Context: an optimization exercise on an open-source flow, tuned for small area, a short achievable clock period and few clock cycles. The choices shown serve that exercise and are no tape-out recipe. At most, simulation tests tie the RTL to the original design; equivalence was not proved. Power is estimated from default activity; no workload was simulated.

== alpha ==
==> flow/design.v (excerpt) <==
module MultiCPU(
    input clk,
    input reset,
    input [31:0] Data_in,
    output mem_w,
    output [2:0] RAMCtrl,
    output [31:0] Data_out,
    output [31:0] Addr_out
    );
==> flow/config.mk <==
export PLATFORM = sky130hd
export DESIGN_NAME = MultiCPU
export DESIGN_NICKNAME = MultiCPU
export VERILOG_FILES = /design/flow/design.v
export SDC_FILE = /design/flow/constraint.sdc
export NUM_CORES = 8
export LEC_CHECK = 0
export CAP_MARGIN = 30
export CORE_MARGIN = 2
export CORE_UTILIZATION = 40
export SLEW_MARGIN = 30
export SYNTH_HIERARCHICAL = 1
export SYNTH_MINIMUM_KEEP_SIZE = 0
==> flow/constraint.sdc <==
create_clock -name core_clock -period 13.0 [get_ports {clk}]
set_input_delay 2.6000 -clock core_clock [delete_from_list [all_inputs] [get_ports {clk}]]
set_output_delay 2.6000 -clock core_clock [all_outputs]
set_load 0.01 [all_outputs]
standard.sh (not shown) runs the stock make flow with config.mk's settings and CLKGATE_MAP_FILE= SYNTH_SCRIPT=/design/flow/synth_recipe.tcl, a recipe that flattens the netlist after the stock synthesis.
==> flow/flow/run.sh <==
#!/bin/bash
# Layout flow: the standard flow (standard.sh) with three changes to how the layout
# is made: timing repair aims at a larger setup slack than 0 (so it keeps shortening the
# critical paths), the port buffers are plain buffers instead of delay buffers, and clock
# tree synthesis adds no dummy loads. The clock, its period and the I/O constraints are
# the design's, unchanged.
set -euo pipefail
bash standard.sh synth > synth.log 2>&1
bash standard.sh SETUP_SLACK_MARGIN=8.6 "BUFFER_PORTS_ARGS=-buffer_cell sky130_fd_sc_hd__buf_4" \
  "CTS_ARGS=-sink_clustering_enable -repair_clock_nets -dont_use_dummy_load -sink_clustering_size 14 -sink_clustering_max_diameter 60 -buf_list sky130_fd_sc_hd__clkbuf_8 -root_buf sky130_fd_sc_hd__clkbuf_16" finish > layout.log 2>&1
alpha completed end to end with timing, DRC and antenna clean.
Testbench counts of alpha, summed over its fixed seeds: cycles 44,251.
Input changes introduced in beta (baseline for comparison: alpha):
--- a/flow/flow/run.sh
+++ b/flow/flow/run.sh
@@ -9,2 +9,2 @@
 bash standard.sh SETUP_SLACK_MARGIN=8.6 "BUFFER_PORTS_ARGS=-buffer_cell sky130_fd_sc_hd__buf_4" \
-  "CTS_ARGS=-sink_clustering_enable -repair_clock_nets -dont_use_dummy_load -sink_clustering_size 14 -sink_clustering_max_diameter 60 -buf_list sky130_fd_sc_hd__clkbuf_8 -root_buf sky130_fd_sc_hd__clkbuf_16" finish > layout.log 2>&1
+  "CTS_ARGS=-sink_clustering_enable -repair_clock_nets -dont_use_dummy_load -buf_list sky130_fd_sc_hd__clkbuf_8 -root_buf sky130_fd_sc_hd__clkbuf_16" finish > layout.log 2>&1
## What came out
- In summary, beta completed successfully, with a layout that passed the timing, design-rule and antenna checks.
- Diff alpha and beta: signed area change from the synthesized netlist to the final layout lower in alpha
- On number of antenna violations at the first check in global routing: between alpha and beta, it ends up lower for beta.
- Comparing alpha and beta, the lower post-route cell area was measured on alpha.
- From alpha to beta the numbers moved as follows: fraction of cell area in non-clock buffers closely matched the old numbers, total length of routed wires increased by about 0.4% relative to the old numbers.
## Diff of input files: gamma against beta
Settings: changing CORE_UTILIZATION from 40 to 30.
--- a/flow/flow/run.sh
+++ b/flow/flow/run.sh
@@ -8,3 +8,3 @@
 bash standard.sh synth > synth.log 2>&1
-bash standard.sh SETUP_SLACK_MARGIN=8.6 "BUFFER_PORTS_ARGS=-buffer_cell sky130_fd_sc_hd__buf_4" \
+bash standard.sh SETUP_SLACK_MARGIN=8.8 "BUFFER_PORTS_ARGS=-buffer_cell sky130_fd_sc_hd__buf_4" \
   "CTS_ARGS=-sink_clustering_enable -repair_clock_nets -dont_use_dummy_load -buf_list sky130_fd_sc_hd__clkbuf_8 -root_buf sky130_fd_sc_hd__clkbuf_16" finish > layout.log 2>&1
Findings:
The lower via count of the first global-routing pass came out of beta. gamma falls short of beta in total power of the final layout. Slowest stage cell on the critical path: sky130_fd_sc_hd__fa_2 -> beta, sky130_fd_sc_hd__or3_4 -> gamma. Combinational share of power for gamma: 2.7 points up relative to beta. Worst setup path startpoint = IR[25]$_DFFE_PP_: gamma; worst setup path startpoint = Data_in[0]: beta. Taking beta as the reference, in gamma clock latency on the worst-skew pair decreased 30 ps, post-layout instance area moved up.
Modified inputs, delta compared to gamma
Settings: SLEW_MARGIN changed from 30 to 20; CORE_UTILIZATION changed from 30 to 40; CAP_MARGIN changed from 30 to 20.
--- a/flow/flow/run.sh
+++ b/flow/flow/run.sh
@@ -9,2 +9,2 @@
 bash standard.sh SETUP_SLACK_MARGIN=8.8 "BUFFER_PORTS_ARGS=-buffer_cell sky130_fd_sc_hd__buf_4" \
-  "CTS_ARGS=-sink_clustering_enable -repair_clock_nets -dont_use_dummy_load -buf_list sky130_fd_sc_hd__clkbuf_8 -root_buf sky130_fd_sc_hd__clkbuf_16" finish > layout.log 2>&1
+  "CTS_ARGS=-sink_clustering_enable -repair_clock_nets -dont_use_dummy_load -sink_clustering_size 14 -sink_clustering_max_diameter 60 -buf_list sky130_fd_sc_hd__clkbuf_8 -root_buf sky130_fd_sc_hd__clkbuf_16" finish > layout.log 2>&1
==> comparison <==
Count of clock-buffer cells in the layout for delta: 83 down relative to gamma
Re post-synthesis cell area: no difference whatsoever between gamma and delta.
gamma -> delta: total clock sinks delta 0, exact match
Changes observed in delta relative to gamma: clock period minus final worst setup slack +63 ps; clock transition time at the flip-flop clock pins of the worst setup and hold paths +30 ps; total power -0.73 mW; internal power -about 5%; non-clock buffer count in the final layout -32.

* * *

MultiCPU, a different RTL version from the one above (not shown whole).
Size in the first run: roughly 5,600 cells after synthesis, about 100 I/O pins, ~72,000 um^2 of cells after synthesis.
export LEC_CHECK = 0
export CAP_MARGIN = 10
export CORE_MARGIN = 2
export CORE_UTILIZATION = 40
export SLEW_MARGIN = 10
export SYNTH_HIERARCHICAL = 1
export SYNTH_MINIMUM_KEEP_SIZE = 0
create_clock -name core_clock -period 13.0 [get_ports {clk}]
==> flow/flow/run.sh <==
#!/bin/bash
# Layout flow: the standard flow (standard.sh) with three changes to how the layout
# is made: timing repair aims at a larger setup slack than 0 (so it keeps shortening the
# critical paths), the port buffers are plain buffers instead of delay buffers, and clock
# tree synthesis adds no dummy loads. The clock, its period and the I/O constraints are
# the design's, unchanged.
set -euo pipefail
bash standard.sh synth > synth.log 2>&1
bash standard.sh SETUP_SLACK_MARGIN=8.8 "BUFFER_PORTS_ARGS=-buffer_cell sky130_fd_sc_hd__buf_4" \
  "CTS_ARGS=-sink_clustering_enable -repair_clock_nets -dont_use_dummy_load -sink_clustering_size 18 -sink_clustering_max_diameter 100" finish > layout.log 2>&1
The starting point finished with antenna rules left.
Rerun with:
--- a/flow/flow/run.sh
+++ b/flow/flow/run.sh
@@ -9,2 +9,2 @@
 bash standard.sh SETUP_SLACK_MARGIN=8.8 "BUFFER_PORTS_ARGS=-buffer_cell sky130_fd_sc_hd__buf_4" \
-  "CTS_ARGS=-sink_clustering_enable -repair_clock_nets -dont_use_dummy_load -sink_clustering_size 18 -sink_clustering_max_diameter 100" finish > layout.log 2>&1
+  "CTS_ARGS=-sink_clustering_enable -repair_clock_nets -dont_use_dummy_load" finish > layout.log 2>&1
The new run produced a clean layout.
Worst setup slack gains 0.034 ns.
Non-clock buffer count goes up by 4.
Cell area is higher by 2.1%.
Synthesized cell count is unchanged.
No run of this note included a check of the RTL's function; only the layout flow was run.

* * *

lane 1:
Another version of the RTL of MultiCPU (not shown whole).
Size in the first run: about 5500 cells after synthesis.
clock: 13.0 ns
lec_check: 0
cap_margin: 30
core_margin: 2
core_utilization: 40
slew_margin: 30
synth_hierarchical: 1
synth_minimum_keep_size: 0
==> flow/flow/run.sh <==
#!/bin/bash
# Layout flow: the standard flow (standard.sh) with two changes to how the layout is
# made: timing repair aims at a larger setup slack than 0 (so it keeps shortening the
# critical paths), and the port buffers are plain buffers instead of delay buffers.
# The clock, its period and the I/O constraints are the design's, unchanged.
set -euo pipefail
bash standard.sh synth > synth.log 2>&1
bash standard.sh SETUP_SLACK_MARGIN=8.5 "BUFFER_PORTS_ARGS=-buffer_cell sky130_fd_sc_hd__buf_4" finish > layout.log 2>&1
Lane 1 finished every stage and its layout cleared the timing, design-rule and antenna checks.
Testbench counts of lane 1, summed over its fixed seeds: cycles 44,940.
--- input diff lane 1..lane 2 ---
==> flow/run.sh (new file) <==
#!/bin/bash
# synth_recipe.tcl (not shown) runs the flow's synth.tcl, then flattens the netlist and writes it again
# the make line also repeats each setting of config.mk as NAME=value (left out here)
make -C /OpenROAD-flow-scripts/flow DESIGN_CONFIG=/design/flow/config.mk WORK_HOME=/design/flow/orfs CLKGATE_MAP_FILE= SYNTH_SCRIPT=/design/flow/synth_recipe.tcl finish
removed: flow/flow/run.sh
removed: flow/standard.sh
[summary]
Having completed the whole flow, lane 2 delivered a layout that passed the timing, design-rule and antenna checks.
Lower total wirelength of the detailed-routed design was reported by lane 2, not lane 1.
Between lane 2 and lane 1, it is lane 2 whose number of fillers in the final layout is higher, by 75.
Changes observed in lane 2 relative to lane 1: sum of internal, switching and leakage power now sits lower; worst-case setup margin in the final layout now sits lower; tightest hold margin now sits lower; cell area after layout now sits lower.
Sort lane 2 and lane 1 by final estimated routing congestion in global placement desc -> top: lane 2
Comparing lane 2 and lane 1, clock insertion delay at the later pin of the skew report is lower on lane 1.
Relative to lane 1, the area taken by multi-input logic gates measured on lane 2 has decreased slightly.
The final reports for lane 2 and lane 1 show delay of the slowest critical-path stage higher in the former.

* * *

job 6472:
MultiCPU, a different RTL version from the one above (not shown whole).
For scale: about 5500 cells after synthesis, ~69000 µm² of cells after synthesis.
// MultiCPU
module MultiCPU(
    input clk,
    input reset,
    input [31:0] Data_in,
    output mem_w,
    output [2:0] RAMCtrl,
    output [31:0] Data_out,
    output [31:0] Addr_out
    );
    reg [31:0] AR;       
    reg [31:0] FA;       
    reg        isdata;   
    reg        mw_r;
    reg [2:0]  rc_r;
    reg [31:0] IR, SK;
    reg [31:0] NPCD;     
    reg        IRV, SKV;
    reg        EV;
    reg [31:0] A, B, ALT;
    reg [31:0] DO;       
    reg        bypA, bypB, bypT;
    reg [4:0]  rdE;
    reg        weE, memE, stE, phE;
    reg [2:0]  modeE;
    reg        subE, sltuE, slE, sraE;
    reg [1:0]  lopE;
    reg [5:0]  rselE;
    reg        brE, predE, jrE, off1E;
    reg [1:0]  brkE;     
    reg [31:0] R;
    reg [4:0]  rdW;
    reg        weW;
    assign Addr_out = AR;
    assign mem_w    = mw_r;
    assign RAMCtrl  = rc_r;
    assign Data_out = DO;
    wire [31:0] ea = bypA ? R : A;
    wire [31:0] eb = bypB ? R : B;
    wire [31:0] res, sum;
    wire eq;
    ALU alu(.A(ea), .B(eb), .ALT(ALT), .sub(subE), .lop(lopE), .sltu(sltuE), .sl(slE),
            .sra(sraE), .rsel(rselE), .res(res), .sum(sum), .eq(eq));
    wire e_stall = EV & memE & ~phE;                  
    wire cond = brkE[1] ? ~ea[31] : (brkE[0] ? ~eq : eq);
    wire e_skip = EV & brE & ~predE & cond & off1E & IRV & ~pt(IR);
    wire e_redirect = EV & (jrE | (brE & (cond ^ predE) & ~e_skip));
    wire [31:0] e_target = jrE ? sum : ALT;
    wire e_wr = EV & weE & ~e_stall;                  
    wire [5:0] op = IR[31:26];
    wire [5:0] fn = IR[5:0];
    wire [4:0] rs = IR[25:21];
    wire [4:0] rt = IR[20:16];
    wire [4:0] rd = IR[15:11];
    wire [4:0] sa = IR[10:6];
    wire [15:0] imm = IR[15:0];
    wire [31:0] simm = {{16{imm[15]}}, imm};
    wire isR    = (op == 6'b000000);
    wire r_jr   = isR & (fn == 6'b001000);
  ...
==> flow/config.mk <==
export PLATFORM = sky130hd
export DESIGN_NAME = MultiCPU
export DESIGN_NICKNAME = MultiCPU
export VERILOG_FILES = /design/flow/design.v
export SDC_FILE = /design/flow/constraint.sdc
export NUM_CORES = 8
export LEC_CHECK = 0
export CAP_MARGIN = 30
export CORE_MARGIN = 2
export CORE_UTILIZATION = 40
export SLEW_MARGIN = 30
export SYNTH_HIERARCHICAL = 1
export SYNTH_MINIMUM_KEEP_SIZE = 0
==> flow/constraint.sdc <==
create_clock -name core_clock -period 13.0 [get_ports {clk}]
set_input_delay 2.6000 -clock core_clock [delete_from_list [all_inputs] [get_ports {clk}]]
set_output_delay 2.6000 -clock core_clock [all_outputs]
set_load 0.01 [all_outputs]
==> flow/flow/run.sh <==
#!/bin/bash
# Layout flow: the standard flow (standard.sh) with three changes to how the layout
# is made: timing repair aims at a larger setup slack than 0 (so it keeps shortening the
# critical paths), the port buffers are plain buffers instead of delay buffers, and clock
# tree synthesis adds no dummy loads. The clock, its period and the I/O constraints are
# the design's, unchanged.
set -euo pipefail
bash standard.sh synth > synth.log 2>&1
bash standard.sh SETUP_SLACK_MARGIN=8.8 "BUFFER_PORTS_ARGS=-buffer_cell sky130_fd_sc_hd__buf_4" \
  "CTS_ARGS=-sink_clustering_enable -repair_clock_nets -dont_use_dummy_load -buf_list {sky130_fd_sc_hd__clkbuf_4 sky130_fd_sc_hd__clkbuf_8} -root_buf sky130_fd_sc_hd__clkbuf_16" finish > layout.log 2>&1
Job 6472: done, clean on timing, DRC and antenna
Testbench counts of job 6472, summed over its fixed seeds: cycles 44,251.
## Diff of input files: job 6844 against job 6472
--- a/flow/flow/run.sh
+++ b/flow/flow/run.sh
@@ -10 +10 @@
-  "CTS_ARGS=-sink_clustering_enable -repair_clock_nets -dont_use_dummy_load -buf_list {sky130_fd_sc_hd__clkbuf_4 sky130_fd_sc_hd__clkbuf_8} -root_buf sky130_fd_sc_hd__clkbuf_16" finish > layout.log 2>&1
+  "CTS_ARGS=-sink_clustering_enable -repair_clock_nets -dont_use_dummy_load" finish > layout.log 2>&1
--- a/flow/config.mk
+++ b/flow/config.mk
@@ -8 +8 @@
-export CAP_MARGIN = 30
+export CAP_MARGIN = 10
@@ -11 +11 @@
-export SLEW_MARGIN = 30
+export SLEW_MARGIN = 10
==> run notes <==
- Job 6844 | status: complete | timing, DRC, antenna: pass
- From job 6844 to job 6472, detailed-route DRC error count did not move at all.
- Number of vias in the routed layout of job 6844 is on par with job 6472.
- Non-filler instance count after layout ends up higher on job 6472.
Setup changes, job 6844 to job 8361
--- a/flow/config.mk
+++ b/flow/config.mk
@@ -8 +8 @@
-export CAP_MARGIN = 10
+export CAP_MARGIN = 30
@@ -11 +11 @@
-export SLEW_MARGIN = 10
+export SLEW_MARGIN = 30
Notes after the runs:
- On met3 wire length: between job 8361 and job 6844, it ends up lower for job 6844.
- Changes observed in job 8361 relative to job 6844: count of clock-buffer cells in the layout now smaller, final critical-path setup slack picked up an extra 0.027 ns, total number of nets in the final design was more or less identical, detailed-route wire length increased by 1.7 mm relative to the old numbers, portion of total power attributed to sequential cells held.
- Looking at final area across both flows, job 8361 is the weaker of the two, with job 6844 ahead.

* * *

## build 66
MultiCPU with an RTL version that a note above also has.
Size in the first run: roughly 5500 cells after synthesis, about 100 I/O pins, roughly 0.069 mm^2 of cells after synthesis.
clock: 13.0 ns
lec_check: 0
cap_margin: 30
core_margin: 2
core_utilization: 40
gpl_timing_driven: 0
slew_margin: 30
synth_hierarchical: 1
synth_minimum_keep_size: 0
==> flow/flow/run.sh <==
#!/bin/bash
# Layout flow: the standard flow (standard.sh) with three changes to how the layout
# is made: timing repair aims at a larger setup slack than 0 (so it keeps shortening the
# critical paths), the port buffers are plain buffers instead of delay buffers, and clock
# tree synthesis adds no dummy loads. The clock, its period and the I/O constraints are
# the design's, unchanged.
set -euo pipefail
bash standard.sh synth > synth.log 2>&1
bash standard.sh SETUP_SLACK_MARGIN=8.8 "BUFFER_PORTS_ARGS=-buffer_cell sky130_fd_sc_hd__buf_4" \
  "CTS_ARGS=-sink_clustering_enable -repair_clock_nets -dont_use_dummy_load -buf_list sky130_fd_sc_hd__clkbuf_8 -root_buf sky130_fd_sc_hd__clkbuf_16" finish > layout.log 2>&1
Testbench counts of build 66, summed over its fixed seeds: cycles 44,251.
Inputs modified between build 66 and build 96:
# build 66
export LEC_CHECK = 0
export CAP_MARGIN = 30
export CORE_MARGIN = 2
export CORE_UTILIZATION = 40
export GPL_TIMING_DRIVEN = 0
export SLEW_MARGIN = 30
export SYNTH_HIERARCHICAL = 1
export SYNTH_MINIMUM_KEEP_SIZE = 0
create_clock -name core_clock -period 13.0 [get_ports {clk}]
# build 96
export LEC_CHECK = 0
export CAP_MARGIN = 30
export CORE_MARGIN = 2
export CORE_UTILIZATION = 40
export SLEW_MARGIN = 30
export SYNTH_HIERARCHICAL = 1
export SYNTH_MINIMUM_KEEP_SIZE = 0
create_clock -name core_clock -period 13.0 [get_ports {clk}]
-- flow/flow/run.sh --
<<< build 66, line 9
bash standard.sh SETUP_SLACK_MARGIN=8.8 "BUFFER_PORTS_ARGS=-buffer_cell sky130_fd_sc_hd__buf_4" \
  "CTS_ARGS=-sink_clustering_enable -repair_clock_nets -dont_use_dummy_load -buf_list sky130_fd_sc_hd__clkbuf_8 -root_buf sky130_fd_sc_hd__clkbuf_16" finish > layout.log 2>&1
>>> build 96, line 9
bash standard.sh SETUP_SLACK_MARGIN=8.8 "BUFFER_PORTS_ARGS=-buffer_cell sky130_fd_sc_hd__buf_4" \
  "CTS_ARGS=-sink_clustering_enable -repair_clock_nets -dont_use_dummy_load -sink_clustering_size 16 -sink_clustering_max_diameter 80 -buf_list sky130_fd_sc_hd__clkbuf_8 -root_buf sky130_fd_sc_hd__clkbuf_16" finish > layout.log 2>&1
==> comparison <==
[compare] base=build 66 new=build 96: post-CTS setup-driven buffer insertion count shrank by 57%; combinational power lower; placed standard-cell area now smaller. Build 96 vs build 66 — total power consumption of the routed design dropped by more than 10%. | sequential share of layout area | build 96 vs build 66 | 3.4 points higher |. The via count of build 96 was superior to that of build 66. Summary: with build 66 as the reference, number of buffers created by CTS in build 96 moved down by more than half. ~same worst hold margin in build 96 and build 66. Build 96 against build 66: transition time at the pin with the least slew margin dropped 0.056 ns, cell area lower, maximum frequency shows an increase of about 4%.

what the ideal ports hide:
The flow's constraints put no driver on any port. The routed layouts listed below were extracted and timed again, unchanged, in two steps.
Step 1 sets driving cells, clkbuf_16 on the clock port and buf_2 on the other inputs (assumed; they add their load-dependent delay and slew).
Step 2 also shifts input and output timing later by t, the mid clock arrival at the registers, as if the neighbouring blocks saw the same clock.
Three values: ideal, step 1, step 2; two values: the first two.
| run | shift t [ns] | slack for setup (ns) | worst register clock-pin slew, ns |
|---|---|---|---|
| alpha | 0.779 | 8.435 / 8.462 / 7.691 | 0.10 / 0.10 |
| beta | 0.867 | 8.499 / 8.499 / 7.666 | 0.07 / 0.07 |
| gamma | 0.859 | 8.494 / 8.494 / 7.703 | 0.07 / 0.07 |
| delta | 0.777 | 8.431 / 8.462 / 7.685 | 0.10 / 0.10 |
| the first run of note 2 | 0.821 | 8.371 / 8.400 / 7.579 | 0.09 / 0.09 |
| the second run of note 2 | 0.854 | 8.405 / 8.432 / 7.581 | 0.06 / 0.06 |
| lane 1 | 0.873 | 8.498 / 8.455 / 7.682 | 0.07 / 0.07 |
| lane 2 | 0.898 | 7.337 / 7.337 / 6.831 | 0.07 / 0.07 |
| job 6472 | 0.885 | 8.541 / 8.541 / 7.717 | 0.07 / 0.07 |
| job 6844 | 0.875 | 8.534 / 8.534 / 7.700 | 0.07 / 0.07 |
| job 8361 | 0.878 | 8.561 / 8.581 / 7.703 | 0.07 / 0.07 |
| build 66 | 0.848 | 8.357 / 8.393 / 7.546 | 0.07 / 0.07 |
| build 96 | 0.769 | 8.527 / 8.557 / 7.787 | 0.12 / 0.12 |
For job 8361, which loses most, drivers alone change the setup slack by +0.020 ns; drivers and shift together by -0.858 ns.
